This design comes from an exercise in tuning for small area on the open sky130 flow, not from production work. At most, simulation tests tie the RTL to the original design; equivalence was not proved. The RTL of runs 2 to 4 was laid out without a check of its function. The flow treats the clock pin as an ideal source, which a real chip does not have. Power figures rest on the tool's default switching activity, not on a simulated workload.

[design.v]
`timescale 1ns / 1ps
module Clock(clk, reset, en1);
input clk, reset;
output en1;
reg clk1;
reg [24:0] counter1;
assign en1 = (counter1 == 10) && (clk1 == 1'b0);
always@(posedge reset or posedge clk)
begin
    if (reset == 1'b1)
        begin
            clk1 <= 0;
            counter1 <= 0;
        end
    else
        begin
            counter1 <= counter1 + 1;
            if ( counter1 == 10)
                begin
                    counter1 <= 0;
                    clk1 <= ~clk1;
                end
        end
end
endmodule
`timescale 1ns / 1ps
module tm1638 (clk, en1, reset, stb, dio, sclk, data_check, light_chuc1, light_dv1, light_chuc2, light_dv2, light1, light2);
input clk, en1, reset;
output reg stb, dio, sclk;
output reg [7:0] data_check;
input [3:0] light_chuc1, light_dv1, light_chuc2, light_dv2;
input [1:0] light1, light2;
wire [7:0] sseg1, sseg2, sseg3, sseg4, sseg5, sseg6;
function [7:0] decode_sseg;
	input [3:0] hex;
		case(hex)
			4'd0: decode_sseg = 8'h3f;
			4'd1: decode_sseg = 8'h06;
			4'd2: decode_sseg = 8'h5b;
			4'd3: decode_sseg = 8'h4f;
			4'd4: decode_sseg = 8'h66;
			4'd5: decode_sseg = 8'h6d;
			4'd6: decode_sseg = 8'h7d;
			4'd7: decode_sseg = 8'h07;
			4'd8: decode_sseg = 8'h7f;
			4'd9: decode_sseg = 8'h6f;
			default: decode_sseg = 8'h00;
        endcase
endfunction
assign sseg1 = decode_sseg(light_chuc1);
assign sseg2 = decode_sseg(light_dv1);
assign sseg4 = decode_sseg(light_chuc2);
assign sseg5 = decode_sseg(light_dv2);
function [7:0] traffic_light;
	input [3:0] hex;
		case(hex)
			4'd1: traffic_light = 8'h01;
			4'd2: traffic_light = 8'h40;
			4'd3: traffic_light = 8'h08;
			default: traffic_light = 8'h00;
		endcase
endfunction
assign sseg3 = traffic_light(light1);
assign sseg6 = traffic_light(light2);
wire [47:0]data;
assign data[0*8+7:0*8+0]=sseg1;
assign data[1*8+7:1*8+0]=sseg2;
assign data[2*8+7:2*8+0]=sseg3;
assign data[3*8+7:3*8+0]=sseg4;
assign data[4*8+7:4*8+0]=sseg5;
assign data[5*8+7:5*8+0]=sseg6;
reg [47:0] data_hold;
reg [7:0] command_activate;  
reg [7:0] command_mode;  
reg [7:0] command_addr1;  
reg [7:0] command_addr2;  
reg [7:0] command_addr3;  
reg [7:0] command_addr4;  
reg [7:0] command_addr5;  
reg [7:0] command_addr6;  
integer cnt;
always @ (posedge clk or posedge reset) begin
if (reset) begin
	sclk = 1;
	stb = 1; 
	dio = 0;
	cnt = 0;
	data_check = 0;
	command_mode = 8'h44; command_activate = 8'h8f; command_addr1 = 8'hc0; command_addr2 = 8'hc2; command_addr3 = 8'hc4; command_addr4 = 8'hc6; command_addr5 = 8'hc8; command_addr6 = 8'hca;
	data_hold = 0;
end
else if (en1) begin
	if (cnt == 0) begin 
		command_mode = 8'h44; command_activate = 8'h8f; command_addr1 = 8'hc0; command_addr2 = 8'hc2; command_addr3 = 8'hc4; command_addr4 = 8'hc6; command_addr5 = 8'hc8; command_addr6 = 8'hca;
		data_hold = data;
		stb = 0;
	end
	else if ((cnt >= 1) && (cnt <= 16)) begin  
		data_check = 8'h44;
		dio = command_mode[0];
		sclk = ~sclk;
		if (sclk) begin command_mode=command_mode>>1; end
	end
	else if (cnt == 17) begin  
		data_check = 0;
		stb = 1;
	end
	else if (cnt == 18) begin  
		stb = 0;
	end
	else if ((cnt>=19) && (cnt<=34)) begin  
		data_check = 8'hc0;
		dio = command_addr1[0];
		sclk = ~sclk;
		if (sclk) begin command_addr1 = command_addr1>>1; end
	end
	else if ((cnt>=35) && (cnt<=50)) begin  
		data_check = sseg1;
		dio = data_hold[0];
		sclk = ~ sclk;
		if (sclk) begin data_hold = data_hold >>1; end
	end
	else if (cnt == 51) begin  
		data_check = 0;
		stb = 1;
	end
	else if (cnt == 52) begin  
		stb = 0;
	end
	else if ((cnt>=53) && (cnt<=68)) begin  
		data_check = 8'hc2;
		dio = command_addr2[0];
		sclk = ~sclk;
		if (sclk) begin command_addr2 = command_addr2>>1; end
	end
	else if ((cnt>=69) && (cnt<=84)) begin  
		data_check = sseg2;
		dio = data_hold[0];
		sclk = ~ sclk;
		if (sclk) begin data_hold = data_hold >>1; end
	end
	else if (cnt == 85) begin  
		data_check = 0;
		stb = 1;
	end
	else if (cnt == 86) begin  
		stb = 0;
	end
	else if ((cnt>=87) && (cnt<=102)) begin  
		data_check = 8'hc4;
		dio = command_addr3[0];
		sclk = ~sclk;
		if (sclk) begin command_addr3 = command_addr3>>1; end
	end
	else if ((cnt>=103) && (cnt<=118)) begin  
		data_check = sseg3;
		dio = data_hold[0];
		sclk = ~ sclk;
		if (sclk) begin data_hold = data_hold >>1; end
	end
	else if (cnt == 119) begin  
		data_check = 0;
		stb = 1;
	end
	else if (cnt == 120) begin  
		stb = 0;
	end
	else if ((cnt>=121) && (cnt<=136)) begin  
		data_check = 8'hc6;
		dio = command_addr4[0];
		sclk = ~sclk;
		if (sclk) begin command_addr4 = command_addr4>>1; end
	end
	else if ((cnt>=137) && (cnt<=152)) begin  
		data_check = sseg4;
		dio = data_hold[0];
		sclk = ~ sclk;
		if (sclk) begin data_hold = data_hold >>1; end
	end
	else if (cnt == 153) begin  
		data_check = 0;
		stb = 1;
	end
	else if (cnt == 154) begin  
		stb = 0;
	end
	else if ((cnt>=155) && (cnt<=170)) begin  
		data_check = 8'hc8;
		dio = command_addr5[0];
		sclk = ~sclk;
		if (sclk) begin command_addr5 = command_addr5>>1; end
	end
	else if ((cnt>=171) && (cnt<=186)) begin  
		data_check = sseg5;
		dio = data_hold[0];
		sclk = ~ sclk;
		if (sclk) begin data_hold = data_hold >>1; end
	end
	else if (cnt == 187) begin  
		data_check = 0;
		stb = 1;
	end
	else if (cnt == 188) begin  
		stb = 0;
	end
	else if ((cnt>=189) && (cnt<=204)) begin  
		data_check = 8'hca;
		dio = command_addr6[0];
		sclk = ~sclk;
		if (sclk) begin command_addr6 = command_addr6>>1; end
	end
	else if ((cnt>=205) && (cnt<=220)) begin  
		data_check = sseg6;
		dio = data_hold[0];
		sclk = ~ sclk;
		if (sclk) begin data_hold = data_hold >>1; end
	end
	else if (cnt == 221) begin  
		data_check = 0;
		stb = 1;
	end
	else if (cnt == 222) begin  
		stb = 0;
	end
	else if ((cnt>=223) && (cnt<=238)) begin  
		data_check = 8'h8f;
		dio = command_activate[0];
		sclk = ~sclk;
		if (sclk) begin command_activate = command_activate>>1; end
	end
	else if (cnt == 239) begin  
		data_check = 0;
		stb = 1;
	end
	else if (cnt == 240) begin  
		cnt = -1;
		sclk = 1;
		dio = 0;
	end
	cnt = cnt +1;
end
end
endmodule 
`timescale 1ns / 1ps
module mainblock(clk_50M, reset, dio, sclk, stb, data_check, light_chuc1, light_dv1, light_chuc2, light_dv2,light1, light2);
input clk_50M, reset;
wire en1;
input wire [3:0] light_chuc1, light_dv1, light_chuc2, light_dv2;
output wire dio, stb, sclk;
output wire [7:0] data_check;
input wire [1:0] light1, light2;
Clock Clock(clk_50M, reset, en1);
tm1638 tm1638(clk_50M, en1, reset, stb, dio, sclk, data_check, light_chuc1, light_dv1, light_chuc2, light_dv2, light1, light2);
endmodule
[config.mk]
export PLATFORM = sky130hd
export DESIGN_NAME = mainblock
export DESIGN_NICKNAME = mainblock
export VERILOG_FILES = /design/flow/design.v
export SDC_FILE = /design/flow/constraint.sdc
export NUM_CORES = 4
export LEC_CHECK = 0
export CAP_MARGIN = 20
export CORE_MARGIN = 2
export CORE_UTILIZATION = 40
export SLEW_MARGIN = 20
[constraint.sdc]
create_clock -name core_clock -period 5.0 [get_ports {clk_50M}]
set_input_delay 1.0000 -clock core_clock [delete_from_list [all_inputs] [get_ports {clk_50M}]]
set_output_delay 1.0000 -clock core_clock [all_outputs]
set_load 0.01 [all_outputs]
[run.sh]
#!/bin/bash
# synth_recipe.tcl (not shown) runs the flow's synth.tcl, then flattens the netlist and writes it again
# the make line also repeats each setting of config.mk as NAME=value (left out here)
make -C /OpenROAD-flow-scripts/flow DESIGN_CONFIG=/design/flow/config.mk WORK_HOME=/design/flow/orfs CLKGATE_MAP_FILE= SYNTH_SCRIPT=/design/flow/synth_recipe.tcl finish
==> results.py, run 1 <==
metrics = {
    "outcome": {
        "outcome": "no timing/DRC/antenna violations",
    },
    "worst_setup_path": {
        "cpMostUsedCell": "sky130_fd_sc_hd__nand3_1",
        "timing.critical_path.required_ns": 5.37,
        "startpoint_type": "flip-flop",
        "criticalPathCategory": "flip-flop to flip-flop",
        "timing.critical_path.fanout_max": 31,
        "crit_path_top_delay_cell": "sky130_fd_sc_hd__dfrtp_1",
        "cpPeakStageDelay_ns": 1.02,
        "worst_r2r_start": "tm1638.cnt[7]",
        "critPathTopFamily": "simple AND/OR/NAND/NOR gates",
        "critical_path.startpoint": "tm1638.cnt[7]",
        "setup.worst_path.end_class": "flip-flop",
        "crit_path_cell_trace": "nand4_1 > nor2_1 > nand3_1 > buf_4 > nand2b_1 > ha_1 > o21ai_1 > or4b_1 > or4_1 > nand3_1",
        "critPathArrivalTime_ns": 4.16,
        "timing.critical_path.buf_inv": 1,
    },
    "clock_tree": {
        "cts_made_buffers": 17,
        "clock_sinks": 179,
        "cts_root_buffer": "sky130_fd_sc_hd__clkbuf_16",
        "cts-resized-gates": 0,
        "cts_hold_buffers": 0,
        "clock_insertion_delay_worst_skew_ns": 0.44,
        "postCtsSetupBuffers": 0,
        "cts_tree": "done",
        "clk_transition_reported_paths_ns": 0.08,
        "max_h_tree_level": 4,
        "ctsLongestPathBuffers": 2,
    },
    "logic_synthesis": {
        "synth-edff-count": 0,
        "synth_top_flop_cell": "sky130_fd_sc_hd__dfrtp_1",
        "postSynthAreaPerCell_um2": 8.95,
        "synth_area_mm2": 0.0109,
        "yosysUniqueCellTypes": 91,
        "synth_fp_nets": 1258,
        "ys_async_rst_share": 1.00,
        "synth_commonest_cells": "164 x sky130_fd_sc_hd__nand2_1, 151 x sky130_fd_sc_hd__dfrtp_1, 88 x sky130_fd_sc_hd__nor2_1, 79 x sky130_fd_sc_hd__o21ai_0, 57 x sky130_fd_sc_hd__a21oi_1",
        "post-synth-top-area-cell": "sky130_fd_sc_hd__dfrtp_1",
        "cell_types_occupying_the_most_area_after_synthesis": "sky130_fd_sc_hd__dfrtp_1 35%, sky130_fd_sc_hd__dfstp_2 6.8%, sky130_fd_sc_hd__nand2_1 5.7%, sky130_fd_sc_hd__o21ai_0 3.6%, sky130_fd_sc_hd__nor2_1 3.0%",
        "sequential_cell_area_fraction_in_the_yosys_report": 0.416,
        "ys.warnings.count": 2,
        "syn_inst": 1213,
        "synth_top_area_share": 0.348,
        "postSynthRegisterBits": 179,
        "synth_most_common_cell": "sky130_fd_sc_hd__nand2_1",
    },
    "power_and_ir_drop": {
        "power_per_cell_area_mw_per_mm2": 250,
        "leakagePower_nw": 4.99,
        "clockPowerShare": 0.456,
        "power.ir.vdd_worst_v": 0.000211,
        "pwr-share-comb": 0.050,
        "power_frac_seq": 0.494,
        "power.switching_mw": 0.760,
        "switching_share": 0.253,
        "p_int_mw": 2.24,
    },
    "hold_path": {
        "min-delay-start": "tm1638.command_addr2[1]",
        "hold_path.class": "flip-flop to flip-flop",
    },
    "detailed_routing": {
        "wl_um": 27700,
        "vias": 9026,
        "drtPass1Iterations": 5,
        "drt-wirelength-per-cell_um": 17.7,
        "drt_iter0_drc": 929,
        "detail-route-antenna-nets": 0,
        "drt-vias-per-instance": 5.77,
        "drt_drc_violations_left": 0,
    },
    "sta": {
        "hold_violations": 0,
        "slew_headroom": 0.319,
        "timing.setup.tns_ns": 0,
        "final_min_period_over_clock_period": 0.758,
        "period_needed_ns": 3.79,
        "fmaxAchievable_ghz": 0.264,
        "rsz0062_at_grt": "no",
        "report.final.slew_viol_count": 0,
        "setup_skew_ns": 0.0128,
        "endpoints_failing_setup": 0,
        "worst_slew_pin_tran_ns": 1.02,
        "hold_ws_ns": 0.469,
    },
    "floorplanning": {
        "start_util": 0.405,
        "die-area_mm2": 0.0285,
        "chipHeight_um": 169,
        "io_pins": 33,
        "coreArea_mm2": 0.0268,
        "row_count": 60,
        "die_w_um": 169,
    },
    "placed_design": {
        "gp_congestion": 0.948,
        "dpl.hpwl_um": 19600,
        "port_buffer_cells": 32,
    },
    "global_route": {
        "grt_first_pass_wirelength_um": 46000,
        "maximum_number_of_pins_on_one_net_before_global_route_repair": 93,
        "grt_util_all_layers": 0.201,
        "first_global_vias": 8691,
        "global_route.overflow_total": 0,
        "antenna_found_initial": 0,
    },
    "job": {
        "max_cap_violations": 0,
    },
    "cells_and_area": {
        "num-fill-cells": 2558,
        "antennaDiodeCount": 0,
        "seq_area_mm2": 0.00451,
        "multiInputGateArea_mm2": 0.00576,
        "syn2layout_area_growth_pct": 10.4,
        "layout-drive-gt1-share": 0.123,
        "layout.nets": 1255,
    },
}
[worst paths after layout]
kind                                            to  depth (start not counted)  slack, ns
setup / recovery                    tm1638.cnt[28]                         10       1.21
hold / removal             tm1638.command_addr2[1]                          2       0.47
setup reg to reg                    tm1638.cnt[28]                         10       1.21
hold reg to reg            tm1638.command_addr2[1]                          2       0.47
max in group asynchronous  tm1638.command_addr2[1]                          3       3.18
min in group asynchronous           tm1638.cnt[25]                          2       0.94
[placed cells by master (no fill, tap or decap), types with 18 or more instances in the layout]
cell type,synthesis,layout
sky130_fd_sc_hd__dfrtp_1,151,151
sky130_fd_sc_hd__ha_1,23,23
sky130_fd_sc_hd__dfstp_2,28,28
sky130_fd_sc_hd__buf_4,14,20
sky130_fd_sc_hd__inv_1,49,48
sky130_fd_sc_hd__clkdlybuf4s50_1,0,32
sky130_fd_sc_hd__nor4_1,21,21
sky130_fd_sc_hd__nand2_1,164,164
sky130_fd_sc_hd__o21ai_2,21,21
sky130_fd_sc_hd__and3_1,20,20
sky130_fd_sc_hd__xnor2_1,30,30
sky130_fd_sc_hd__o21ai_0,79,79
sky130_fd_sc_hd__nand3_1,40,40
sky130_fd_sc_hd__o21ai_1,31,31
sky130_fd_sc_hd__nor2_1,88,88
sky130_fd_sc_hd__a21oi_1,57,57
sky130_fd_sc_hd__nand2b_1,18,18
sky130_fd_sc_hd__nand4_1,20,20
sky130_fd_sc_hd__mux2i_1,24,24
[stage by stage]
step / utilization / total power, mW / setup slack [ns] / area, µm² / instances
final: 0.447 / 3.00 / 1.21 / 12000 / 1564
after global routing: 0.447 / 3.12 / 1.01 / 12000 / 1564
after CTS: 0.447 / 3.04 / 1.25 / 12000 / 1564
after detailed placement: 0.425 / 1.66 / 1.28 / 11400 / 1532
after global placement: 0.425 / 1.66 / 1.29 / 11400 / 1532
after floorplan: - / 1.60 / 1.73 / 10900 / 1213
[final cells by class]
| type | count | share of cell area |
|---|---|---|
| timing repair buffer | 54 | 0.0426 |
| clock buffer | 18 | 0.0358 |
| sequential | 179 | 0.377 |
| tap | 341 | 0.0356 |
| clock inverter | 14 | 0.0129 |
| inverter | 49 | 0.0157 |
| multi-input combinational | 909 | 0.481 |
[state kept, by name, summed over array words and instances (netlist names), 7 cells and up]
register / count
Clock.counter1: 25
tm1638.command_addr1: 8
tm1638.command_activate: 8
tm1638.command_addr2: 8
tm1638.command_mode: 7
tm1638.data_check: 8
tm1638.command_addr5: 8
tm1638.data_hold: 47
tm1638.command_addr4: 8
tm1638.cnt: 32
tm1638.command_addr6: 8
tm1638.command_addr3: 8
[power by group through the flow]
stage          Combinational (mW)  Clock [mW]  Sequential (mW)
3_3_place_gp                0.150           0             1.51
4_1_cts                     0.153        1.40             1.48
2_1_floorplan              0.0963           0             1.51
6_report                    0.150        1.37             1.48
3_5_place_dp                0.153           0             1.51
5_1_grt                     0.174        1.46             1.49
[per-layer routing]
metal  vias to the layer above  wire [µm]  GRT usage
li1                       4382          -          -
met5                         -          0          0
met2                       270      12200      0.301
met1                      4322      13100      0.289
met3                        52       1570     0.0379
met4                         0        778     0.0742
[cells by family (layout without fill, tap and decap cells)]
family | after synthesis | count (layout) | share of synthesized area
simple gates | 481 | 481 | 0.232
xor+xnor | 41 | 41 | 0.0331
mux | 33 | 33 | 0.0315
compound gates | 331 | 331 | 0.206
buf+inv | 125 | 135 | 0.0550
fa+ha+maj | 23 | 23 | 0.0265
flops | 179 | 179 | 0.416
[worst reg2reg max path, stage by stage (launching register included)]
cell                       delay, ns
sky130_fd_sc_hd__dfrtp_1        1.02
sky130_fd_sc_hd__nand4_1        0.37
sky130_fd_sc_hd__nor2_1         0.21
sky130_fd_sc_hd__nand3_1        0.09
sky130_fd_sc_hd__buf_4          0.23
sky130_fd_sc_hd__nand2b_1       0.09
sky130_fd_sc_hd__ha_1           0.21
sky130_fd_sc_hd__o21ai_1        0.12
sky130_fd_sc_hd__or4b_1         0.72
sky130_fd_sc_hd__or4_1          0.57
sky130_fd_sc_hd__nand3_1        0.09
==> inputs of run 2 (changes only) <==
==> design.v (replaced) <==
`timescale 1ns / 1ps
module Clock(clk, reset, en1);
input clk, reset;
output en1;
reg [4:0] p;
assign en1 = (p == 5'd10);
always @(posedge clk or posedge reset)
    if (reset)
        p <= 5'd0;
    else if (p == 5'd21)
        p <= 5'd0;
    else
        p <= p + 5'd1;
endmodule
`timescale 1ns / 1ps
module tm1638 (clk, en1, reset, stb, dio, sclk, data_check, light_chuc1, light_dv1, light_chuc2, light_dv2, light1, light2);
input clk, en1, reset;
output reg stb, dio, sclk;
output reg [7:0] data_check;
input [3:0] light_chuc1, light_dv1, light_chuc2, light_dv2;
input [1:0] light1, light2;
function [7:0] decode_sseg;
	input [3:0] hex;
	if (hex == 4'd0) decode_sseg = 8'h3f;
	else if (hex == 4'd1) decode_sseg = 8'h06;
	else if (hex == 4'd2) decode_sseg = 8'h5b;
	else if (hex == 4'd3) decode_sseg = 8'h4f;
	else if (hex == 4'd4) decode_sseg = 8'h66;
	else if (hex == 4'd5) decode_sseg = 8'h6d;
	else if (hex == 4'd6) decode_sseg = 8'h7d;
	else if (hex == 4'd7) decode_sseg = 8'h07;
	else if (hex == 4'd8) decode_sseg = 8'h7f;
	else if (hex == 4'd9) decode_sseg = 8'h6f;
	else decode_sseg = 8'h00;
endfunction
function [7:0] traffic_light;
	input [1:0] hex;
	if (hex == 2'd1) traffic_light = 8'h01;
	else if (hex == 2'd2) traffic_light = 8'h40;
	else if (hex == 2'd3) traffic_light = 8'h08;
	else traffic_light = 8'h00;
endfunction
reg [2:0] g;
reg [1:0] slot;
reg [3:0] i;
reg [19:0] hold;    
reg [3:0] cur;      
wire cmdg = g[2] & g[1];
wire byte_slot = (slot == 2'd1) | (slot == 2'd2 & ~cmdg);
always @(posedge clk or posedge reset)
	if (reset) begin
		g <= 3'd7;
		slot <= 2'd3;
		i <= 4'd0;
	end else if (en1) begin
		if (byte_slot)
			i <= i + 4'd1;
		if (~byte_slot | (i == 4'd15)) begin
			if (slot == 2'd3 | (slot == 2'd2 & g == 3'd6)) begin
				slot <= 2'd0;
				case (g)
					3'd5: g <= 3'd7;
					3'd6: g <= 3'd0;
					3'd7: g <= 3'd6;
					default: g <= g + 3'd1;
				endcase
			end else
				slot <= slot + 2'd1;
		end
	end
always @(posedge clk)
	if (en1 && g == 3'd7 && slot == 2'd3)
		hold <= {light2, light_dv2, light_chuc2, light1, light_dv1, light_chuc1};
always @(posedge clk)
	if (en1)
		case (g)
			3'd0: cur <= light_chuc1;
			3'd1: cur <= light_dv1;
			3'd2: cur <= {2'b00, light1};
			3'd3: cur <= light_chuc2;
			3'd4: cur <= light_dv2;
			default: cur <= {2'b00, light2};
		endcase
reg [3:0] hsel;
always @(*)
	case (g)
		3'd0: hsel = hold[3:0];
		3'd1: hsel = hold[7:4];
		3'd2: hsel = {2'b00, hold[9:8]};
		3'd3: hsel = hold[13:10];
		3'd4: hsel = hold[17:14];
		default: hsel = {2'b00, hold[19:18]};
	endcase
wire light_pos = (g == 3'd2) | (g == 3'd5);
wire [7:0] cur_b = light_pos ? traffic_light(cur[1:0]) : decode_sseg(cur);
wire [7:0] hold_b = light_pos ? traffic_light(hsel[1:0]) : decode_sseg(hsel);
reg [7:0] sbyte, hbyte;
always @(*) begin
	if (cmdg) begin
		sbyte = g[0] ? 8'h8f : 8'h44;
		hbyte = sbyte;
	end else if (slot == 2'd1) begin
		sbyte = {4'hc, g, 1'b0};
		hbyte = sbyte;
	end else begin
		sbyte = cur_b;
		hbyte = hold_b;
	end
	sclk = byte_slot ? i[0] : 1'b1;
	data_check = byte_slot ? sbyte : 8'h00;
	dio = byte_slot ? hbyte[i[3:1]] : (g == 3'd7 && slot == 2'd2);
	stb = (slot == 2'd3) | (slot == 2'd2 & cmdg);
end
endmodule
`timescale 1ns / 1ps
module mainblock(clk_50M, reset, dio, sclk, stb, data_check, light_chuc1, light_dv1, light_chuc2, light_dv2,light1, light2);
input clk_50M, reset;
wire en1;
input wire [3:0] light_chuc1, light_dv1, light_chuc2, light_dv2;
output wire dio, stb, sclk;
output wire [7:0] data_check;
input wire [1:0] light1, light2;
Clock Clock(clk_50M, reset, en1);
tm1638 tm1638(clk_50M, en1, reset, stb, dio, sclk, data_check, light_chuc1, light_dv1, light_chuc2, light_dv2, light1, light2);
endmodule
==> run 2 against run 1 <==
  * Power decreased by 79%
  * Cell count down 76%
  * Critical path depth up 1
  * Worst hold slack better by 0.031 ns
  * Flip-flop and latch count decreased by 141
  * Register-to-register slack improved by 1.2 ns
  * Global-route usage fell by 3.2 points
  * Setup slack lost 1.0 ns
  * First-iteration DRC count decreased by 89%
  * Die area down 75%
  * Sequential power down 77%
  * Cell area is 74% lower
  * Critical endpoint is now dio
==> results.py, run 2 <==
metrics = {
    "cells_and_area": {
        "num-fill-cells": 595,
        "layout.cells.most_common": "sky130_fd_sc_hd__clkdlybuf4s50_1",
        "layout-drive-gt1-share": 0.141,
        "syn2layout_area_growth_pct": 21.5,
        "layout_common_cells": "32 x sky130_fd_sc_hd__clkdlybuf4s50_1, 24 x sky130_fd_sc_hd__edfxtp_1, 22 x sky130_fd_sc_hd__o21ai_0, 19 x sky130_fd_sc_hd__nand2_1, 15 x sky130_fd_sc_hd__nor2_1",
        "layout.nets": 323,
        "seq_area_mm2": 0.00108,
        "largest_register_ffs": 20,
        "antennaDiodeCount": 0,
        "multiInputGateArea_mm2": 0.00135,
    },
    "logic_synthesis": {
        "cell_types_occupying_the_most_area_after_synthesis": "sky130_fd_sc_hd__edfxtp_1 28%, sky130_fd_sc_hd__dfrtp_1 8.9%, sky130_fd_sc_hd__ha_1 5.4%, sky130_fd_sc_hd__dfstp_2 5.2%, sky130_fd_sc_hd__o21ai_0 4.3%",
        "synth_commonest_cells": "24 x sky130_fd_sc_hd__edfxtp_1, 22 x sky130_fd_sc_hd__o21ai_0, 19 x sky130_fd_sc_hd__nand2_1, 15 x sky130_fd_sc_hd__nor2_1, 13 x sky130_fd_sc_hd__a21oi_1",
        "synth-edff-count": 24,
        "syn_inst": 257,
        "ys.warnings.count": 2,
        "synth_compound_gate_area_share": 0.259,
        "synth_top_area_share": 0.283,
        "postSynthRegisterBits": 38,
        "synth_top_family_by_area": "compound AO/OA/AOI/OAI gates",
        "ys_async_rst_share": 0.368,
        "post_synth_xor_area_fraction": 0.0172,
        "synth_most_common_cell": "sky130_fd_sc_hd__edfxtp_1",
        "synth_top_flop_cell": "sky130_fd_sc_hd__edfxtp_1",
        "yosys.area_share.adder": 0.0586,
        "post_synth_and_or_nand_nor_area_fraction": 0.148,
        "postSynthAreaPerCell_um2": 9.89,
        "synth_area_mm2": 0.00254,
        "yosysUniqueCellTypes": 63,
        "synth_fp_nets": 290,
        "sequential_cell_area_fraction_in_the_yosys_report": 0.424,
        "multiplexer_share_of_the_synthesized_area": 0.0330,
        "post-synth-top-area-cell": "sky130_fd_sc_hd__edfxtp_1",
    },
    "power_and_ir_drop": {
        "switching_share": 0.197,
        "power_frac_seq": 0.538,
        "fin_total_pwr_mw": 0.621,
        "leakagePower_nw": 1.12,
        "power.ir.vdd_worst_v": 0.000151,
        "clockPowerShare": 0.421,
        "power.switching_mw": 0.122,
        "p_int_mw": 0.499,
        "power_per_cell_area_mw_per_mm2": 201,
        "pwr-share-comb": 0.041,
    },
    "worst_setup_path": {
        "cpPeakStageDelay_ns": 0.65,
        "timing.critical_path.fanout_max": 14,
        "crit_path_cell_trace": "clkinv_1 > ha_2 > nor4_4 > o32ai_1 > or2_1 > maj3_2 > mux2_2 > o311ai_1 > nand4b_1 > nand2_1 > clkdlybuf4s50_1",
        "setup.worst_path.end_class": "output pin",
        "timing.critical_path.required_ns": 4.00,
        "timing.critical_path.buf_inv": 2,
        "startpoint_type": "flip-flop",
        "critPathArrivalTime_ns": 3.83,
        "crit_path_top_delay_cell": "sky130_fd_sc_hd__dfstp_2",
        "critPathTopFamily": "simple AND/OR/NAND/NOR gates",
        "criticalPathCategory": "flip-flop to output pin",
    },
    "sta": {
        "worst_slew_pin_tran_ns": 0.866,
        "report.final.slew_viol_count": 0,
        "hold_ws_ns": 0.500,
        "setup_skew_ns": 0.00424,
        "final_min_period_over_clock_period": 0.966,
        "fmaxAchievable_ghz": 0.207,
        "endpoints_failing_setup": 0,
        "period_needed_ns": 4.83,
        "hold_violations": 0,
        "slew_headroom": 0.423,
    },
    "clock_tree": {
        "ctsLongestPathBuffers": 2,
        "cts_made_buffers": 5,
        "cts_root_buffer": "sky130_fd_sc_hd__clkbuf_8",
        "clk_transition_reported_paths_ns": 0.08,
        "clock_sinks": 38,
        "cts_tree": "done",
        "clock_insertion_delay_worst_skew_ns": 0.29,
        "max_h_tree_level": 2,
    },
    "floorplanning": {
        "die-area_mm2": 0.00701,
        "row_count": 29,
        "die_w_um": 83.7,
        "io_pins": 33,
        "chipHeight_um": 83.7,
        "coreArea_mm2": 0.00624,
        "start_util": 0.407,
    },
    "global_route": {
        "global_route.overflow_total": 0,
        "antenna_found_initial": 0,
        "grt_util_all_layers": 0.169,
        "grt_first_pass_wirelength_um": 9670,
        "maximum_number_of_pins_on_one_net_before_global_route_repair": 33,
        "first_global_vias": 2031,
    },
    "placed_design": {
        "dpl.hpwl_um": 4260,
        "port_buffer_cells": 32,
        "gp_congestion": 0.883,
    },
    "detailed_routing": {
        "drt_iter0_drc": 104,
        "drt-wirelength-per-cell_um": 15.7,
        "drt_drc_violations_left": 0,
        "drtPass1Iterations": 5,
        "vias": 2143,
        "detail-route-antenna-nets": 0,
        "wl_um": 5780,
        "drt-vias-per-instance": 5.82,
    },
    "hold_path": {
        "hold_path.class": "flip-flop to flip-flop",
    },
    "job": {
        "max_cap_violations": 0,
    },
    "outcome": {
        "outcome": "no timing/DRC/antenna violations",
    },
}
[run 2: cell types whose count changed in the layout (fill, tap and decap cells not counted), sizes merged, moves of 44 or more]
| cell | previous run | this run |
|---|---|---|
| nand2 | 165 | 19 |
| dfrtp | 151 | 9 |
| o21ai | 131 | 23 |
| nor2 | 88 | 15 |
| inv | 59 | 12 |
| a21oi | 57 | 13 |
[run 2: area by class of cell]
cell class / instances / share of cell area
clock buffers: 5 / 0.0223
clock inverters: 3 / 0.0146
inverters: 14 / 0.0182
multi-input cells: 189 / 0.437
flip-flops and latches: 38 / 0.349
well taps: 77 / 0.0312
repair buffers: 42 / 0.128
[run 2: layer usage]
layer | part of all wire | track usage | vias to the layer above
met3 | 0.042 | 0.0218 | 6
li1 | - | - | 1056
met1 | 0.47 | 0.233 | 1027
met4 | 0.017 | 0.0660 | 0
met2 | 0.48 | 0.271 | 54
met5 | 0 | 0 | -
[run 2: what timing repair did]
item,4_1_cts,5_1_grt
resized for setup,0,7
setup endpoints to repair,0,1
setup buffers,0,3
hold buffers,0,0
[run 2: worst reg2reg max path, cell delays in order (launching register included)]
cell and delay [ns]:
sky130_fd_sc_hd__dfstp_2 0.90, sky130_fd_sc_hd__nand2_1 0.30, sky130_fd_sc_hd__a21oi_1 0.42, sky130_fd_sc_hd__o21ai_0 0.29, sky130_fd_sc_hd__nand2b_1 0.30, sky130_fd_sc_hd__a221oi_1 0.25
sky130_fd_sc_hd__a21oi_1 0.07
[run 2: worst paths after layout]
check                                    start                         end  slack [ns]  depth (start not counted)
min in group asynchronous                reset                  Clock.p[4]        1.05                          2
worst min register to register  tm1638.slot[1]              tm1638.slot[1]        0.50                          2
worst max register to register       flip-flop                 tm1638.g[0]        2.40                          6
worst min-delay path            tm1638.slot[1]              tm1638.slot[1]        0.50                          2
worst max-delay path               tm1638.g[1]                         dio        0.17                         11
max in group asynchronous                reset  asynchronous set/reset pin        3.58                          2
[run 2: power groups by stage]
stage / sequential, mW / combinational, mW / clock (mW)
finish: 0.334 / 0.0253 / 0.262
detailed placement: 0.341 / 0.0255 / 0
floorplan: 0.341 / 0.00456 / 0
global route: 0.334 / 0.0275 / 0.282
CTS: 0.334 / 0.0255 / 0.271
global placement: 0.341 / 0.0252 / 0
[run 2: logic make-up (layout without fill, tap and decap cells)]
kind of cell	Yosys count	after routing
fa+ha+maj	12	12
simple gates	71	71
xor+xnor	5	5
compound gates	93	93
mux	8	8
flops	38	38
buf+inv	30	64
[run 2: through the flow]
stage	instances	util	setup TNS [ns]	cell area, µm²	worst slack (ns)
after global placement	357	0.467	0	2920	0.443
after floorplan	257	-	0	2540	0.845
final	368	0.495	0	3090	0.169
after CTS	365	0.485	0	3030	0.00968
after global routing	368	0.495	-0.0102	3090	-0.0102
after detailed placement	357	0.467	0	2920	0.354
==> inputs of run 3 (changes only) <==
==> flow/run.sh (new file) <==
#!/bin/bash
# Standard synthesis, then the standard layout with small port buffers and
# a lighter clock tree.
set -euo pipefail
bash standard.sh synth > synth.log 2>&1
bash standard.sh \
  'BUFFER_PORTS_ARGS=-buffer_cell sky130_fd_sc_hd__buf_1' \
  finish > layout.log 2>&1
==> standard.sh (new file) <==
#!/bin/bash
# synth_recipe.tcl (not shown) runs the flow's synth.tcl, then flattens the netlist and writes it again
# the make line also repeats each setting of config.mk as NAME=value (left out here)
make -C /OpenROAD-flow-scripts/flow DESIGN_CONFIG=/design/flow/config.mk WORK_HOME=/design/flow/orfs CLKGATE_MAP_FILE= SYNTH_SCRIPT=/design/flow/synth_recipe.tcl "${@:-finish}"
removed: run.sh
==> run 3 against run 2 <==
  * Utilization is 4.3 points lower
  * Largest power group unchanged
  * Combinational power is 43% lower
  * Power is 5.5% higher
  * Synthesized area stayed put
  * Sequential power hardly changed
  * Wire length stayed put
  * Global-route usage hardly changed
  * Register-to-register slack worse by 0.02 ns
  * Non-clock buffer count is 7 lower
  * Clock power is 17% higher
  * First-iteration DRC count grew to 2.8 times the previous value
  * Critical path type unchanged
  * Still clean on timing, DRC and antenna
  * Fmax is 3.8% higher
==> results.py, run 3 <==
metrics = {
    "outcome": {
        "outcome": "no timing/DRC/antenna violations",
    },
    "detailed_routing": {
        "drt_iter0_drc": 286,
        "drt_drc_violations_left": 0,
        "maxUsedRoutingLayer": "met4",
        "routedLengthMet1_um": 2730,
        "drt-vias-per-instance": 6.01,
        "met3_routed_wl_um": 280,
        "wl_um": 5780,
        "detailroute.wirelength.met2_um": 2700,
        "detail-route-antenna-nets": 0,
        "drt-wirelength-per-cell_um": 16.0,
        "vias": 2168,
        "drtPass1Iterations": 7,
    },
    "logic_synthesis": {
        "post_synth_xor_area_fraction": 0.0172,
        "yosysUniqueCellTypes": 63,
        "synth_commonest_cells": "24 x sky130_fd_sc_hd__edfxtp_1, 22 x sky130_fd_sc_hd__o21ai_0, 19 x sky130_fd_sc_hd__nand2_1, 15 x sky130_fd_sc_hd__nor2_1, 13 x sky130_fd_sc_hd__a21oi_1",
        "postSynthRegisterBits": 38,
        "syn_inst": 257,
        "synth_fp_nets": 290,
        "sequential_cell_area_fraction_in_the_yosys_report": 0.424,
        "ys_async_rst_share": 0.368,
        "cell_types_occupying_the_most_area_after_synthesis": "sky130_fd_sc_hd__edfxtp_1 28%, sky130_fd_sc_hd__dfrtp_1 8.9%, sky130_fd_sc_hd__ha_1 5.4%, sky130_fd_sc_hd__dfstp_2 5.2%, sky130_fd_sc_hd__o21ai_0 4.3%",
        "multiplexer_share_of_the_synthesized_area": 0.0330,
        "synth_compound_gate_area_share": 0.259,
        "synth_top_flop_cell": "sky130_fd_sc_hd__edfxtp_1",
        "post-synth-top-area-cell": "sky130_fd_sc_hd__edfxtp_1",
        "yosys.area_share.adder": 0.0586,
        "postSynthAreaPerCell_um2": 9.89,
        "synth_top_family_by_area": "compound AO/OA/AOI/OAI gates",
        "ys.warnings.count": 2,
        "synth-edff-count": 24,
        "synth_area_mm2": 0.00254,
        "post_synth_and_or_nand_nor_area_fraction": 0.148,
        "synth_most_common_cell": "sky130_fd_sc_hd__edfxtp_1",
        "synth_top_area_share": 0.283,
    },
    "sta": {
        "timing.setup.tns_ns": 0,
        "hold_violations": 0,
        "period_needed_ns": 4.66,
        "rsz0062_at_grt": "no",
        "slew_headroom": 0.435,
        "worst_slew_pin_tran_ns": 0.848,
        "endpoints_failing_setup": 0,
        "final_min_period_over_clock_period": 0.931,
        "fmaxAchievable_ghz": 0.215,
        "report.final.slew_viol_count": 0,
        "setup_skew_ns": 0.00752,
    },
    "power_and_ir_drop": {
        "fin_total_pwr_mw": 0.655,
        "switching_share": 0.180,
        "p_int_mw": 0.537,
        "power_frac_seq": 0.510,
        "power_per_cell_area_mw_per_mm2": 232,
        "pwr-share-comb": 0.022,
        "power.switching_mw": 0.118,
        "power.ir.vdd_worst_v": 0.000180,
        "leakagePower_nw": 1.01,
        "clockPowerShare": 0.468,
    },
    "worst_setup_path": {
        "crit_path_cell_trace": "clkinv_1 > ha_2 > nor4_4 > o32ai_1 > or2_1 > maj3_2 > mux2_2 > o311ai_1 > nand4b_1 > nand2_1 > buf_1",
        "timing.critical_path.buf_inv": 2,
        "timing.critical_path.required_ns": 4.00,
        "cpPeakStageDelay_ns": 0.63,
        "crit_path_top_delay_cell": "sky130_fd_sc_hd__dfstp_2",
        "worst_r2r_path_depth": 6,
        "setup.worst_path.end_class": "output pin",
        "timing.critical_path.fanout_max": 14,
        "startpoint_type": "flip-flop",
        "critPathArrivalTime_ns": 3.66,
        "criticalPathCategory": "flip-flop to output pin",
        "timing.critical_path.depth": 11,
        "critPathTopFamily": "simple AND/OR/NAND/NOR gates",
    },
    "cells_and_area": {
        "layout.cells.most_common": "sky130_fd_sc_hd__buf_1",
        "layout.nets": 316,
        "utilization": 0.452,
        "num-fill-cells": 627,
        "antennaDiodeCount": 0,
        "syn2layout_area_growth_pct": 10.9,
        "layout-drive-gt1-share": 0.106,
        "layout_common_cells": "32 x sky130_fd_sc_hd__buf_1, 24 x sky130_fd_sc_hd__edfxtp_1, 22 x sky130_fd_sc_hd__o21ai_0, 19 x sky130_fd_sc_hd__nand2_1, 15 x sky130_fd_sc_hd__nor2_1",
        "largest_register_ffs": 20,
    },
    "clock_tree": {
        "cts_made_buffers": 5,
        "cts_hold_buffers": 0,
        "max_h_tree_level": 2,
        "cts_root_buffer": "sky130_fd_sc_hd__clkbuf_8",
        "clock_insertion_delay_worst_skew_ns": 0.29,
        "clock_sinks": 38,
        "clk_transition_reported_paths_ns": 0.07,
        "postCtsSetupBuffers": 0,
        "cts-resized-gates": 0,
        "ctsLongestPathBuffers": 2,
        "cts_tree": "done",
    },
    "floorplanning": {
        "start_util": 0.407,
        "coreArea_mm2": 0.00624,
        "die_w_um": 83.7,
        "die-area_mm2": 0.00701,
        "io_pins": 33,
        "row_count": 29,
        "chipHeight_um": 83.7,
    },
    "hold_path": {
        "min_delay_path_depth": 2,
        "hold_path.class": "flip-flop to flip-flop",
    },
    "placed_design": {
        "dpl.hpwl_um": 4280,
        "port_buffer_cells": 32,
        "gp_congestion": 0.842,
    },
    "global_route": {
        "maximum_number_of_pins_on_one_net_before_global_route_repair": 33,
        "antenna_found_initial": 0,
        "first_global_vias": 1966,
        "global_route.overflow_total": 0,
        "grt_first_pass_wirelength_um": 9610,
        "grt_util_all_layers": 0.169,
    },
    "job": {
        "max_cap_violations": 0,
    },
}
==> run 3: cell types whose count changed in the layout (fill, tap and decap cells not counted), moves of 2 or more <==
cell	previous run	this run
sky130_fd_sc_hd__buf_4	10	3
sky130_fd_sc_hd__clkinvlp_4	3	1
sky130_fd_sc_hd__clkdlybuf4s50_1	32	0
sky130_fd_sc_hd__buf_1	0	32
sky130_fd_sc_hd__ha_4	2	0
==> run 3: per-layer routing <==
layer	vias to the layer above	global-route usage
met2	84	0.265
met1	1028	0.238
met4	0	0.0499
li1	1050	-
met3	6	0.0326
met5	-	0
==> run 3: worst paths after layout <==
kind                                 from                         end  slack (ns)
max reg2reg                     flip-flop                 tm1638.g[0]        2.38
max                           tm1638.g[1]                         dio        0.34
min reg2reg                tm1638.slot[1]              tm1638.slot[1]        0.50
max in group asynchronous           reset  asynchronous set/reset pin        3.93
min in group asynchronous           reset                  Clock.p[2]        0.71
min                        tm1638.slot[1]              tm1638.slot[1]        0.50
==> run 3: worst min-delay path: cells and delay by family, from the launching register on <==
| family | cells | cell delay (ns) |
|---|---|---|
| DFF | 1 | 0.39 |
| and+or+nand+nor | 1 | 0.06 |
| AOI/OAI and AO/OA | 1 | 0.06 |
==> run 3: logic make-up after synthesis <==
family                   count (synthesis)
AND/OR/NAND/NOR                         71
buffers and inverters                   30
multiplexers                             8
flip-flops                              38
adder cells (fa/ha/maj)                 12
XOR/XNOR                                 5
AO/OA/AOI/OAI                           93
==> run 3: cell type report <==
class                      instances  area [µm²]  share of cell area
timing repair buffer              35         143              0.0506
sequential                        38        1080               0.382
multi-input combinational        189        1320               0.466
tap                               77        96.3              0.0342
clock buffer                       5        68.8              0.0244
clock inverter                     3        63.8              0.0226
inverter                          14        56.3              0.0200
==> run 3: power groups by stage <==
stage	registers (mW)	logic (mW)	clock network (mW)
finish	0.334	0.0145	0.307
global route	0.334	0.0168	0.328
CTS	0.334	0.0148	0.311
detailed placement	0.341	0.0148	0
global placement	0.341	0.0147	0
floorplan	0.341	0.00456	0
==> run 3: stage by stage <==
stage                     hold WS, ns  cells  setup WS (ns)  cell area, µm²
after floorplan                 0.471    257          0.845            2540
after global placement          0.488    353          0.628            2680
after detailed placement        0.488    353          0.508            2680
after CTS                       0.509    361          0.189            2810
after global routing            0.547    361         0.0308            2820
final                           0.504    361          0.345            2820
==> inputs of run 4 (changes only) <==
==> flow/run.sh (replaced) <==
#!/bin/bash
# Standard synthesis and layout, except: the ports get the smallest buffer
# (buf_1), and the clock tree is a few clock buffers fed by the clock port,
# each driving a group of nearby registers (flow/clock.tcl).
set -euo pipefail
PORTBUF='BUFFER_PORTS_ARGS=-buffer_cell sky130_fd_sc_hd__buf_1'
bash standard.sh synth > synth.log 2>&1
bash standard.sh "$PORTBUF" place > place.log 2>&1
export RES=orfs/results/$FLOW_PLATFORM/mainblock/base
export LIB=$FLOW_HOME/platforms/sky130hd/lib/sky130_fd_sc_hd__tt_025C_1v80.lib
export SETRC=$FLOW_HOME/platforms/sky130hd/setRC.tcl
export CLKPORT=clk_50M
cp $RES/3_place.odb $RES/3_place_saved.odb
ok=0
for cfg in "2 clkbuf_8" "3 clkbuf_8" "4 clkbuf_8" "4 clkbuf_16"; do
  set -- $cfg
  CLK_GROUPS=$1 CLKBUF=sky130_fd_sc_hd__$2 openroad -no_init -exit flow/clock.tcl > clock_$1_$2.log 2>&1
  s=$(sed -n 's/^max clk slew //p' clock_$1_$2.log)
  if awk -v s="$s" 'BEGIN{exit !(s < 0.115)}'; then ok=1; break; fi
done
[[ $ok == 1 ]]
bash standard.sh "$PORTBUF" finish > finish.log 2>&1
==> flow/clock.tcl (new file) <==
# Clock distribution: the register clock pins are split into K groups by
# position; one clock buffer, fed by the clock port, drives each group.
set res $::env(RES)
set K $::env(CLK_GROUPS)
set cell $::env(CLKBUF)
read_db $res/3_place.odb
read_liberty $::env(LIB)
read_sdc $res/3_place.sdc
source $::env(SETRC)
set block [ord::get_db_block]
set clknet [$block findNet $::env(CLKPORT)]
set pins {}
foreach it [$clknet getITerms] {
  set b [[$it getInst] getBBox]
  lappend pins [list $it [expr ([$b xMin]+[$b xMax])/2] [expr ([$b yMin]+[$b yMax])/2]]
}
set n [llength $pins]
# k-means, seeded with pins spread along the sort by x+y
set sorted [lsort -real -index 0 [lmap p $pins {list [expr [lindex $p 1]+[lindex $p 2]] $p}]]
set cx {}; set cy {}
for {set k 0} {$k < $K} {incr k} {
  set p [lindex [lindex $sorted [expr int(($k+0.5)*$n/$K)]] 1]
  lappend cx [lindex $p 1]; lappend cy [lindex $p 2]
}
for {set it 0} {$it < 50} {incr it} {
  set asg {}
  foreach p $pins {
    set best 0; set bd 1e30
    for {set k 0} {$k < $K} {incr k} {
      set d [expr abs([lindex $p 1]-[lindex $cx $k]) + abs([lindex $p 2]-[lindex $cy $k])]
      if {$d < $bd} {set bd $d; set best $k}
    }
    lappend asg $best
  }
  set sx [lrepeat $K 0.0]; set sy [lrepeat $K 0.0]; set sc [lrepeat $K 0]
  foreach p $pins a $asg {
    lset sx $a [expr [lindex $sx $a]+[lindex $p 1]]
    lset sy $a [expr [lindex $sy $a]+[lindex $p 2]]
    lset sc $a [expr [lindex $sc $a]+1]
  }
  for {set k 0} {$k < $K} {incr k} {
    if {[lindex $sc $k] > 0} {
      lset cx $k [expr [lindex $sx $k]/[lindex $sc $k]]
      lset cy $k [expr [lindex $sy $k]/[lindex $sc $k]]
    }
  }
}
for {set k 0} {$k < $K} {incr k} {
  set loads {}
  foreach p $pins a $asg {
    if {$a == $k} {
      set it [lindex $p 0]
      lappend loads [get_pins [[$it getInst] getName]/[[$it getMTerm] getName]]
    }
  }
  if {[llength $loads] == 0} continue
  insert_buffer -buffer_cell $cell -net $::env(CLKPORT) -load_pins $loads \
    -location [list [expr [lindex $cx $k]/1000.0] [expr [lindex $cy $k]/1000.0]] \
    -buffer_name clkbuf_g$k -net_name clknet_g$k
}
set_propagated_clock [all_clocks]
detailed_placement
check_placement -verbose
estimate_parasitics -placement
report_clock_skew
set m 0
foreach p [get_pins -hierarchical */CLK] { set s [get_property $p slew_max] ; if {$s > $m} {set m $s} }
puts "max clk slew $m"
report_checks -format end
report_worst_slack -max
report_worst_slack -min
write_db $res/4_1_cts.odb
write_sdc $res/4_cts.sdc
==> run 4 against run 3 <==
  * Largest cell class unchanged
  * Via count fell by 1.4%
  * Setup slack improved by 0.0093 ns
  * Critical path type unchanged
  * Still clean on timing, DRC and antenna
  * Non-clock buffer count did not move
==> results.py, run 4 <==
metrics = {
    "worst_setup_path": {
        "criticalPathCategory": "flip-flop to output pin",
        "critical_path.startpoint": "tm1638.g[1]",
        "crit_path_cell_trace": "clkinv_1 > ha_1 > nor4_4 > o32ai_1 > or2_1 > maj3_2 > mux2_2 > o311ai_1 > nand4b_1 > nand2_1 > buf_1",
        "critPathTopFamily": "simple AND/OR/NAND/NOR gates",
        "timing.critical_path.buf_inv": 2,
        "timing.critical_path.required_ns": 4.00,
        "startpoint_type": "flip-flop",
        "cpPeakStageDelay_ns": 0.64,
        "critPathArrivalTime_ns": 3.65,
        "setup.worst_path.end_class": "output pin",
        "timing.critical_path.fanout_max": 14,
        "crit_path_top_delay_cell": "sky130_fd_sc_hd__dfstp_2",
    },
    "logic_synthesis": {
        "postSynthRegisterBits": 38,
        "ys.warnings.count": 2,
        "sequential_cell_area_fraction_in_the_yosys_report": 0.424,
        "ys_async_rst_share": 0.368,
        "synth_most_common_cell": "sky130_fd_sc_hd__edfxtp_1",
        "synth_fp_nets": 290,
        "yosysUniqueCellTypes": 63,
        "post-synth-top-area-cell": "sky130_fd_sc_hd__edfxtp_1",
        "postSynthAreaPerCell_um2": 9.89,
        "syn_inst": 257,
        "synth_area_mm2": 0.00254,
        "synth_top_area_share": 0.283,
        "synth-edff-count": 24,
        "synth_top_flop_cell": "sky130_fd_sc_hd__edfxtp_1",
        "cell_types_occupying_the_most_area_after_synthesis": "sky130_fd_sc_hd__edfxtp_1 28%, sky130_fd_sc_hd__dfrtp_1 8.9%, sky130_fd_sc_hd__ha_1 5.4%, sky130_fd_sc_hd__dfstp_2 5.2%, sky130_fd_sc_hd__o21ai_0 4.3%",
        "synth_commonest_cells": "24 x sky130_fd_sc_hd__edfxtp_1, 22 x sky130_fd_sc_hd__o21ai_0, 19 x sky130_fd_sc_hd__nand2_1, 15 x sky130_fd_sc_hd__nor2_1, 13 x sky130_fd_sc_hd__a21oi_1",
    },
    "global_route": {
        "grt_util_all_layers": 0.158,
        "grt_first_pass_wirelength_um": 9440,
        "antenna_found_initial": 0,
        "first_global_vias": 1928,
        "global_route.overflow_total": 0,
        "maximum_number_of_pins_on_one_net_before_global_route_repair": 33,
    },
    "floorplanning": {
        "die_w_um": 83.7,
        "coreArea_mm2": 0.00624,
        "die-area_mm2": 0.00701,
        "row_count": 29,
        "chipHeight_um": 83.7,
        "io_pins": 33,
        "start_util": 0.407,
    },
    "sta": {
        "period_needed_ns": 4.65,
        "setup_skew_ns": 0.0155,
        "rsz0062_at_grt": "no",
        "report.final.slew_viol_count": 0,
        "final_min_period_over_clock_period": 0.929,
        "slew_headroom": 0.434,
        "fmaxAchievable_ghz": 0.215,
        "timing.setup.tns_ns": 0,
        "worst_slew_pin_tran_ns": 0.850,
        "hold_violations": 0,
        "endpoints_failing_setup": 0,
    },
    "detailed_routing": {
        "detail-route-antenna-nets": 0,
        "drt_drc_violations_left": 0,
        "drt_iter0_drc": 232,
        "drtPass1Iterations": 5,
        "drt-wirelength-per-cell_um": 16.1,
        "drt-vias-per-instance": 6.01,
        "wl_um": 5720,
        "vias": 2138,
    },
    "cells_and_area": {
        "antennaDiodeCount": 0,
        "largest_register_ffs": 20,
        "layout.nets": 314,
        "layout.cells.most_common": "sky130_fd_sc_hd__buf_1",
        "layout_common_cells": "32 x sky130_fd_sc_hd__buf_1, 24 x sky130_fd_sc_hd__edfxtp_1, 22 x sky130_fd_sc_hd__o21ai_0, 19 x sky130_fd_sc_hd__nand2_1, 15 x sky130_fd_sc_hd__nor2_1",
        "layout-drive-gt1-share": 0.0860,
        "post-route-cell-area_mm2": 0.00272,
        "syn2layout_area_growth_pct": 7.09,
        "num-fill-cells": 626,
    },
    "power_and_ir_drop": {
        "fin_total_pwr_mw": 0.475,
        "leakagePower_nw": 0.971,
        "power.ir.vdd_worst_v": 0.000161,
        "power_frac_seq": 0.704,
        "power_per_cell_area_mw_per_mm2": 175,
        "p_int_mw": 0.395,
        "switching_share": 0.169,
        "pwr-share-comb": 0.031,
        "power.switching_mw": 0.0801,
        "clockPowerShare": 0.266,
    },
    "placed_design": {
        "dpl.hpwl_um": 4280,
        "gp_congestion": 0.842,
        "post_dp_cell_area_mm2": 0.00268,
        "port_buffer_cells": 32,
    },
    "outcome": {
        "outcome": "no timing/DRC/antenna violations",
    },
    "clock_tree": {
        "clk_transition_reported_paths_ns": 0.09,
        "clock_insertion_delay_worst_skew_ns": 0.15,
    },
    "hold_path": {
        "min-delay-start": "tm1638.slot[1]",
        "hold_path.class": "flip-flop to flip-flop",
    },
    "job": {
        "max_cap_violations": 0,
    },
}
run 4: cell counts after synthesis:
Identical to the previous run, type by type.
run 4: layout make-up:
cell class              instances  area, µm²  share of cell area
repair buffers                 35        143              0.0524
well taps                      77       96.3              0.0354
flip-flops and latches         38       1080               0.396
clock buffers                   3       41.3              0.0152
multi-input cells             189       1310               0.482
inverters                      14       52.6              0.0193
run 4: metrics by stage:
step                hold WS (ns)   util  setup WS (ns)  std cells
floorplan                  0.471      -          0.845        257
finish                     0.501  0.436          0.354        356
global placement           0.488  0.429          0.628        353
global route               0.552  0.436         0.0222        356
detailed placement         0.488  0.429          0.508        353
run 4: worst register-to-register path, stage by stage, from the launching register on:
cell                       delay, ns
sky130_fd_sc_hd__dfstp_2        0.88
sky130_fd_sc_hd__nand2_1        0.29
sky130_fd_sc_hd__a21oi_1        0.42
sky130_fd_sc_hd__o21ai_0        0.30
sky130_fd_sc_hd__nand2b_1       0.31
sky130_fd_sc_hd__a221oi_1       0.25
sky130_fd_sc_hd__a21oi_1        0.07
run 4: final timing paths:
| kind | end | slack, ns | cells after the start |
|---|---|---|---|
| max | dio | 0.35 | 11 |
| min | tm1638.slot[1] | 0.50 | 2 |
| max reg2reg | tm1638.g[0] | 2.39 | 6 |
| min reg2reg | tm1638.slot[1] | 0.50 | 2 |
| max in group asynchronous | Clock.p[0] | 3.77 | 2 |
| min in group asynchronous | Clock.p[3] | 0.85 | 2 |
run 4: kinds of logic (layout without fill, tap and decap cells):
group,after synthesis,count (layout),synth area share
AO/OA/AOI/OAI,93,93,0.259
AND/OR/NAND/NOR,71,71,0.148
flip-flops,38,38,0.424
buffers and inverters,30,52,0.0610
adder cells (fa/ha/maj),12,12,0.0586
multiplexers,8,8,0.0330
XOR/XNOR,5,5,0.0172
run 4: routing by layer:
metal | share of wire | up-vias | track usage | wire length [µm]
met3 | 0.042 | 3 | 0.0119 | 239
met2 | 0.47 | 57 | 0.260 | 2670
met4 | 0.0096 | 0 | 0.0147 | 55
met5 | 0 | - | 0 | 0
met1 | 0.48 | 1039 | 0.237 | 2750
li1 | - | 1039 | - | -
run 4: power groups by stage:
stage | Clock (mW) | Combinational [mW] | Sequential, mW
final | 0.126 | 0.0146 | 0.334
after detailed placement | 0 | 0.0148 | 0.341
after global routing | 0.146 | 0.0168 | 0.334
after global placement | 0 | 0.0147 | 0.341
after floorplan | 0 | 0.00456 | 0.341
==> inputs of run 5 (changes only) <==
==> design.v (replaced) <==
`timescale 1ns / 1ps
module Clock(clk, reset, en1);
input clk, reset;
output en1;
reg [4:0] p;
localparam [15:0] F = 16'b0010000011011111;
assign en1 = ~p[2] & ~p[3] & ~p[4];
always @(posedge clk or posedge reset)
    if (reset)
        p <= 5'b10010;
    else
        p <= {p[3:0], F[{p[4], p[2], p[1], p[0]}]};
endmodule
`timescale 1ns / 1ps
module tm1638 (clk, en1, reset, stb, dio, sclk, data_check, light_chuc1, light_dv1, light_chuc2, light_dv2, light1, light2);
input clk, en1, reset;
output reg stb, dio, sclk;
output reg [7:0] data_check;
input [3:0] light_chuc1, light_dv1, light_chuc2, light_dv2;
input [1:0] light1, light2;
localparam [127:0] SSEG = {48'h0, 8'h6f, 8'h7f, 8'h07, 8'h7d, 8'h6d, 8'h66, 8'h4f, 8'h5b, 8'h06, 8'h3f};
localparam [31:0] TLIGHT = {8'h08, 8'h40, 8'h01, 8'h00};
reg [2:0] g;
reg [1:0] slot;
reg [3:0] i;
reg [19:0] hold;    
reg [3:0] cur;      
wire cmdg = g[2] & g[1];
wire byte_slot = (slot == 2'd1) | (slot == 2'd2 & ~cmdg);
wire frame_end = (g == 3'd7) & (slot == 2'd3);
always @(posedge clk or posedge reset)
	if (reset) begin
		g <= 3'd7;
		slot <= 2'd3;
	end else if (en1 & (~byte_slot | (i == 4'd15))) begin
		if (slot == 2'd3 | (slot == 2'd2 & g == 3'd6)) begin
			slot <= 2'd0;
			case (g)
				3'd5: g <= 3'd7;
				3'd6: g <= 3'd0;
				3'd7: g <= 3'd6;
				default: g <= g + 3'd1;
			endcase
		end else
			slot <= slot + 2'd1;
	end
always @(posedge clk)
	if (frame_end)
		i <= 4'd0;
	else if (en1 & byte_slot)
		i <= i + 4'd1;
always @(posedge clk)
	if (en1 & frame_end)
		hold <= {light2, light_dv2, light_chuc2, light1, light_dv1, light_chuc1};
always @(posedge clk)
	if (en1)
		case (g)
			3'd0: cur <= light_chuc1;
			3'd1: cur <= light_dv1;
			3'd2: cur <= {2'b00, light1};
			3'd3: cur <= light_chuc2;
			3'd4: cur <= light_dv2;
			default: cur <= {2'b00, light2};
		endcase
reg [3:0] hsel;
always @(*)
	case (g)
		3'd0: hsel = hold[3:0];
		3'd1: hsel = hold[7:4];
		3'd2: hsel = {2'b00, hold[9:8]};
		3'd3: hsel = hold[13:10];
		3'd4: hsel = hold[17:14];
		default: hsel = {2'b00, hold[19:18]};
	endcase
wire light_pos = (g == 3'd2) | (g == 3'd5);
wire [7:0] cur_b;
genvar k;
generate for (k = 0; k < 8; k = k + 1) begin : dc
	assign cur_b[k] = light_pos ? TLIGHT[{cur[1:0], k[2:0]}] : SSEG[{cur, k[2:0]}];
end endgenerate
wire hold_bit = light_pos ? TLIGHT[{hsel[1:0], i[3:1]}] : SSEG[{hsel, i[3:1]}];
reg [7:0] cbyte;
always @(*) begin
	if (cmdg)
		cbyte = g[0] ? 8'h8f : 8'h44;
	else
		cbyte = {4'hc, g, 1'b0};
	sclk = byte_slot ? i[0] : 1'b1;
	data_check = ~byte_slot ? 8'h00 : (slot == 2'd1) ? cbyte : cur_b;
	dio = ~byte_slot ? (g == 3'd7 && slot == 2'd2) : (slot == 2'd1) ? cbyte[i[3:1]] : hold_bit;
	stb = (slot == 2'd3) | (slot == 2'd2 & cmdg);
end
endmodule
`timescale 1ns / 1ps
module mainblock(clk_50M, reset, dio, sclk, stb, data_check, light_chuc1, light_dv1, light_chuc2, light_dv2,light1, light2);
input clk_50M, reset;
wire en1;
input wire [3:0] light_chuc1, light_dv1, light_chuc2, light_dv2;
output wire dio, stb, sclk;
output wire [7:0] data_check;
input wire [1:0] light1, light2;
Clock Clock(clk_50M, reset, en1);
tm1638 tm1638(clk_50M, en1, reset, stb, dio, sclk, data_check, light_chuc1, light_dv1, light_chuc2, light_dv2, light1, light2);
endmodule
==> flow/run.sh (replaced) <==
#!/bin/bash
# Layout flow:
#  1. the standard synthesis, then a second synthesis (flow/synth.tcl) that
#     differs only in its combinational mapping; the second is kept only if
#     it has exactly the same registers (names and cell types).
#  2. the standard placement, with the smallest buffer (buf_1) on the ports.
#  3. clock tree: a few clock buffers fed by the clock port, each driving a
#     group of nearby registers (flow/clock.tcl).
#  4. the standard routing and finishing.
set -euo pipefail
RES=orfs/results/$FLOW_PLATFORM/mainblock/base
PORTBUF='BUFFER_PORTS_ARGS=-buffer_cell sky130_fd_sc_hd__buf_1'
bash standard.sh synth > synth_standard.log 2>&1
mkdir -p keep
cp $RES/1_2_yosys.v $RES/1_2_yosys.sdc $RES/1_synth.odb $RES/1_synth.sdc keep/
python3 flow/regs.py keep/1_2_yosys.v > regs_standard.txt
rm -f $RES/1_2_yosys.v $RES/1_2_yosys.sdc $RES/1_synth.odb $RES/1_synth.sdc
if bash standard.sh SYNTH_SCRIPT=$PWD/flow/synth.tcl synth > synth_own.log 2>&1 \
   && python3 flow/regs.py $RES/1_2_yosys.v > regs_own.txt \
   && cmp -s regs_standard.txt regs_own.txt; then
  echo "own synthesis kept" > synth_choice.log
else
  echo "own synthesis dropped, standard synthesis used" > synth_choice.log
  cp keep/* $RES/
fi
bash standard.sh "$PORTBUF" place > place.log 2>&1
export RES
export LIB=$FLOW_HOME/platforms/sky130hd/lib/sky130_fd_sc_hd__tt_025C_1v80.lib
export SETRC=$FLOW_HOME/platforms/sky130hd/setRC.tcl
export CLKPORT=clk_50M
ok=0
for cfg in "2 clkbuf_8" "3 clkbuf_8" "4 clkbuf_8" "4 clkbuf_16"; do
  set -- $cfg
  CLK_GROUPS=$1 CLKBUF=sky130_fd_sc_hd__$2 openroad -no_init -exit flow/clock.tcl > clock_$1_$2.log 2>&1
  s=$(sed -n 's/^max clk slew //p' clock_$1_$2.log)
  if awk -v s="$s" 'BEGIN{exit !(s < 0.115)}'; then ok=1; break; fi
done
[[ $ok == 1 ]]
bash standard.sh "$PORTBUF" finish > finish.log 2>&1
==> flow/abc.script (new file) <==
strash
&get -n
&deepsyn -T 20
&put
dch -f
map -a
topo
stime -c
==> flow/regs.py (new file) <==
# print "name type" of every flip-flop in a Yosys netlist, sorted
import re, sys
t = open(sys.argv[1]).read()
out = []
for m in re.finditer(r'^\s*(sky130_fd_sc_hd__(\w+?)_\d+)\s+(\\\S+|\S+)\s*\(', t, re.M):
    base = m.group(2)
    if re.match(r'(e|s|se)?df', base):
        out.append('%s %s' % (m.group(3), base))
print('\n'.join(sorted(out)))
==> flow/synth.tcl (new file) <==
# The standard flow's synthesis (synth_recipe.tcl) with two changes: no adder extraction
# (extract_fa), and an area-oriented ABC script (flow/abc.script). Registers
# are mapped exactly as in the standard synthesis.
set flowdir [file dirname [file normalize [info script]]]
proc synth {args} { yosys synth -nofsm -noshare {*}$args }
proc extract_fa {args} { puts "extract_fa skipped" }
proc abc {args} {
  set i [lsearch -exact $args -script]
  if { $i >= 0 } {
    set args [lreplace $args [expr {$i + 1}] [expr {$i + 1}] $::flowdir/abc.script]
  }
  yosys abc {*}$args
}
source $::env(SCRIPTS_DIR)/synth.tcl
# left out here: clear keep_hierarchy, flatten, clean up, hide names made inside functions, write 1_2_yosys.v
==> run 5 against run 4 <==
  * Fmax rose by 11%
  * Sequential share of layout area rose by 1.1 points
  * Count of clock-buffer cells in the layout unchanged
  * Sequential power about the same
  * Clock power about the same
  * Cell count down 6.2%
  * Power shrank 0.10%
  * Combinational power fell by 6%
  * Synthesized area fell by 5.8%
==> results.py, run 5 <==
metrics = {
    "outcome": {
        "outcome": "no timing/DRC/antenna violations",
    },
    "global_route": {
        "global_route.overflow_total": 0,
        "maximum_number_of_pins_on_one_net_before_global_route_repair": 28,
        "first_global_vias": 1724,
        "antenna_found_initial": 0,
        "grt_first_pass_wirelength_um": 8620,
        "grt_util_all_layers": 0.164,
    },
    "cells_and_area": {
        "utilization": 0.446,
        "layout.cells.most_common": "sky130_fd_sc_hd__buf_1",
        "multiInputGateArea_mm2": 0.00122,
        "layout.nets": 304,
        "layout_common_cells": "32 x sky130_fd_sc_hd__buf_1, 24 x sky130_fd_sc_hd__edfxtp_1, 23 x sky130_fd_sc_hd__nand2_1, 21 x sky130_fd_sc_hd__ha_1, 19 x sky130_fd_sc_hd__inv_1",
        "layout-drive-gt1-share": 0.0695,
        "post-route-cell-area_mm2": 0.00261,
        "seq_area_mm2": 0.00106,
        "antennaDiodeCount": 0,
        "final_cells": 334,
        "largest_register_ffs": 20,
        "num-fill-cells": 569,
        "syn2layout_area_growth_pct": 8.83,
    },
    "clock_tree": {
        "clk_transition_reported_paths_ns": 0.09,
        "clock_insertion_delay_worst_skew_ns": 0.15,
    },
    "floorplanning": {
        "chipHeight_um": 81.4,
        "io_pins": 33,
        "row_count": 28,
        "start_util": 0.410,
        "coreArea_mm2": 0.00585,
        "die_w_um": 81.4,
        "die-area_mm2": 0.00663,
    },
    "placed_design": {
        "post_dp_cell_area_mm2": 0.00257,
        "gp_congestion": 0.818,
        "dpl.hpwl_um": 4020,
        "port_buffer_cells": 32,
        "detailedPlace.worstSlack_ns": 0.996,
        "placedCellCount": 331,
    },
    "detailed_routing": {
        "drt-vias-per-instance": 5.58,
        "drtPass1Iterations": 4,
        "detail-route-antenna-nets": 0,
        "wl_um": 5300,
        "drt_drc_violations_left": 0,
        "drt_iter0_drc": 125,
        "drt-wirelength-per-cell_um": 15.9,
        "vias": 1863,
    },
    "logic_synthesis": {
        "postSynthAreaPerCell_um2": 10.3,
        "synth_area_mm2": 0.00240,
        "synth_fp_nets": 276,
        "ys.warnings.count": 2,
        "syn_inst": 233,
    },
    "sta": {
        "period_needed_ns": 4.19,
        "endpoints_failing_setup": 0,
        "worst_slew_pin_tran_ns": 0.993,
        "fmaxAchievable_ghz": 0.239,
        "timing.setup.tns_ns": 0,
        "final.setup.worst_slack_ns": 0.808,
        "final_min_period_over_clock_period": 0.838,
        "hold_violations": 0,
        "setup_skew_ns": 0.0146,
        "rsz0062_at_grt": "no",
        "hold_ws_ns": 0.382,
        "slew_headroom": 0.333,
        "report.final.slew_viol_count": 0,
    },
    "power_and_ir_drop": {
        "fin_total_pwr_mw": 0.475,
        "power.ir.vdd_worst_v": 0.000175,
        "leakagePower_nw": 1.03,
        "power_per_cell_area_mw_per_mm2": 182,
    },
    "worst_setup_path": {
        "startpoint_type": "flip-flop",
        "setup.worst_path.end_class": "output pin",
        "critical_path.startpoint": "tm1638.g[0]",
        "criticalPathCategory": "flip-flop to output pin",
        "worst_r2r_start": "tm1638.g[1]",
        "critPathArrivalTime_ns": 3.19,
        "timing.critical_path.fanout_max": 18,
        "timing.critical_path.required_ns": 4.00,
    },
    "hold_path": {
        "hold_path.class": "flip-flop to flip-flop",
        "min-delay-start": "Clock.p[0]",
    },
    "job": {
        "max_cap_violations": 0,
    },
}
-- run 5: power breakdown --
part	internal (mW)	switching [mW]	total [mW]
Combinational	0.00546	0.00822	0.0137
Sequential	0.334	0	0.334
Clock	0.0550	0.0722	0.127
Total	0.394	0.0804	0.475
-- run 5: final cells by class --
cell class	count	area share
multi-input cells	167	0.468
flip-flops and latches	38	0.406
repair buffers	32	0.0461
well taps	75	0.0360
inverters	19	0.0274
clock buffers	3	0.0158
-- run 5: final timing paths --
check,cells after the start,to,slack [ns]
setup reg to reg,3,tm1638.hold[16],2.37
max in group asynchronous,2,tm1638.slot[0],3.92
hold / removal,0,Clock.p[1],0.38
hold reg to reg,0,Clock.p[1],0.38
min in group asynchronous,2,Clock.p[3],0.78
setup / recovery,8,dio,0.81
-- run 5: critical path: stages, from the launching register on --
cell	delay, ns
sky130_fd_sc_hd__dfstp_2	0.62
sky130_fd_sc_hd__inv_1	0.13
sky130_fd_sc_hd__ha_1	0.42
sky130_fd_sc_hd__or4_4	0.51
sky130_fd_sc_hd__a32oi_1	0.48
sky130_fd_sc_hd__mux2_2	0.40
sky130_fd_sc_hd__a211oi_1	0.28
sky130_fd_sc_hd__a221oi_2	0.06
sky130_fd_sc_hd__buf_1	0.15
-- run 5: routing by layer --
layer | vias up | GRT usage | part of all wire
li1 | 922 | - | -
met1 | 909 | 0.243 | 0.49
met2 | 29 | 0.267 | 0.47
met3 | 3 | 0.0111 | 0.027
met4 | 0 | 0.0237 | 0.010
met5 | - | 0 | 0

## what the ideal ports hide
Ports are ideal in the flow. The routed layouts listed here were re-timed in OpenROAD.
Step 1 (the two cells are an assumption about what drives the block):
set clk [get_ports {clk_50M}]
set_driving_cell -lib_cell sky130_fd_sc_hd__clkbuf_16 $clk
set_driving_cell -lib_cell sky130_fd_sc_hd__buf_2 [delete_from_list [all_inputs] $clk]
Step 2 also shifts input and output timing later by t, the mid clock arrival at the registers, as if the neighbouring blocks saw the same clock.
Three values: no drivers, after step 1, after step 2; two values: the first two.
run | t, ns | slack for setup (ns) | worst hold slack (ns) | pins driven straight from the clock port
run 1 | 0.489 | 1.208 / 1.208 / 1.208 | 0.469 / 0.469 / 0.469 | 1
run 2 | 0.314 | 0.169 / 0.139 / 0.453 | 0.500 / 0.500 / 0.500 | 1
run 3 | 0.319 | 0.345 / 0.315 / 0.633 | 0.504 / 0.504 / 0.504 | 1
run 4 | 0.187 | 0.354 / 0.306 / 0.493 | 0.501 / 0.501 / 0.501 | 3
run 5 | 0.181 | 0.808 / 0.765 / 0.946 | 0.382 / 0.382 / 0.382 | 3
After both steps every run listed still meets setup and hold.
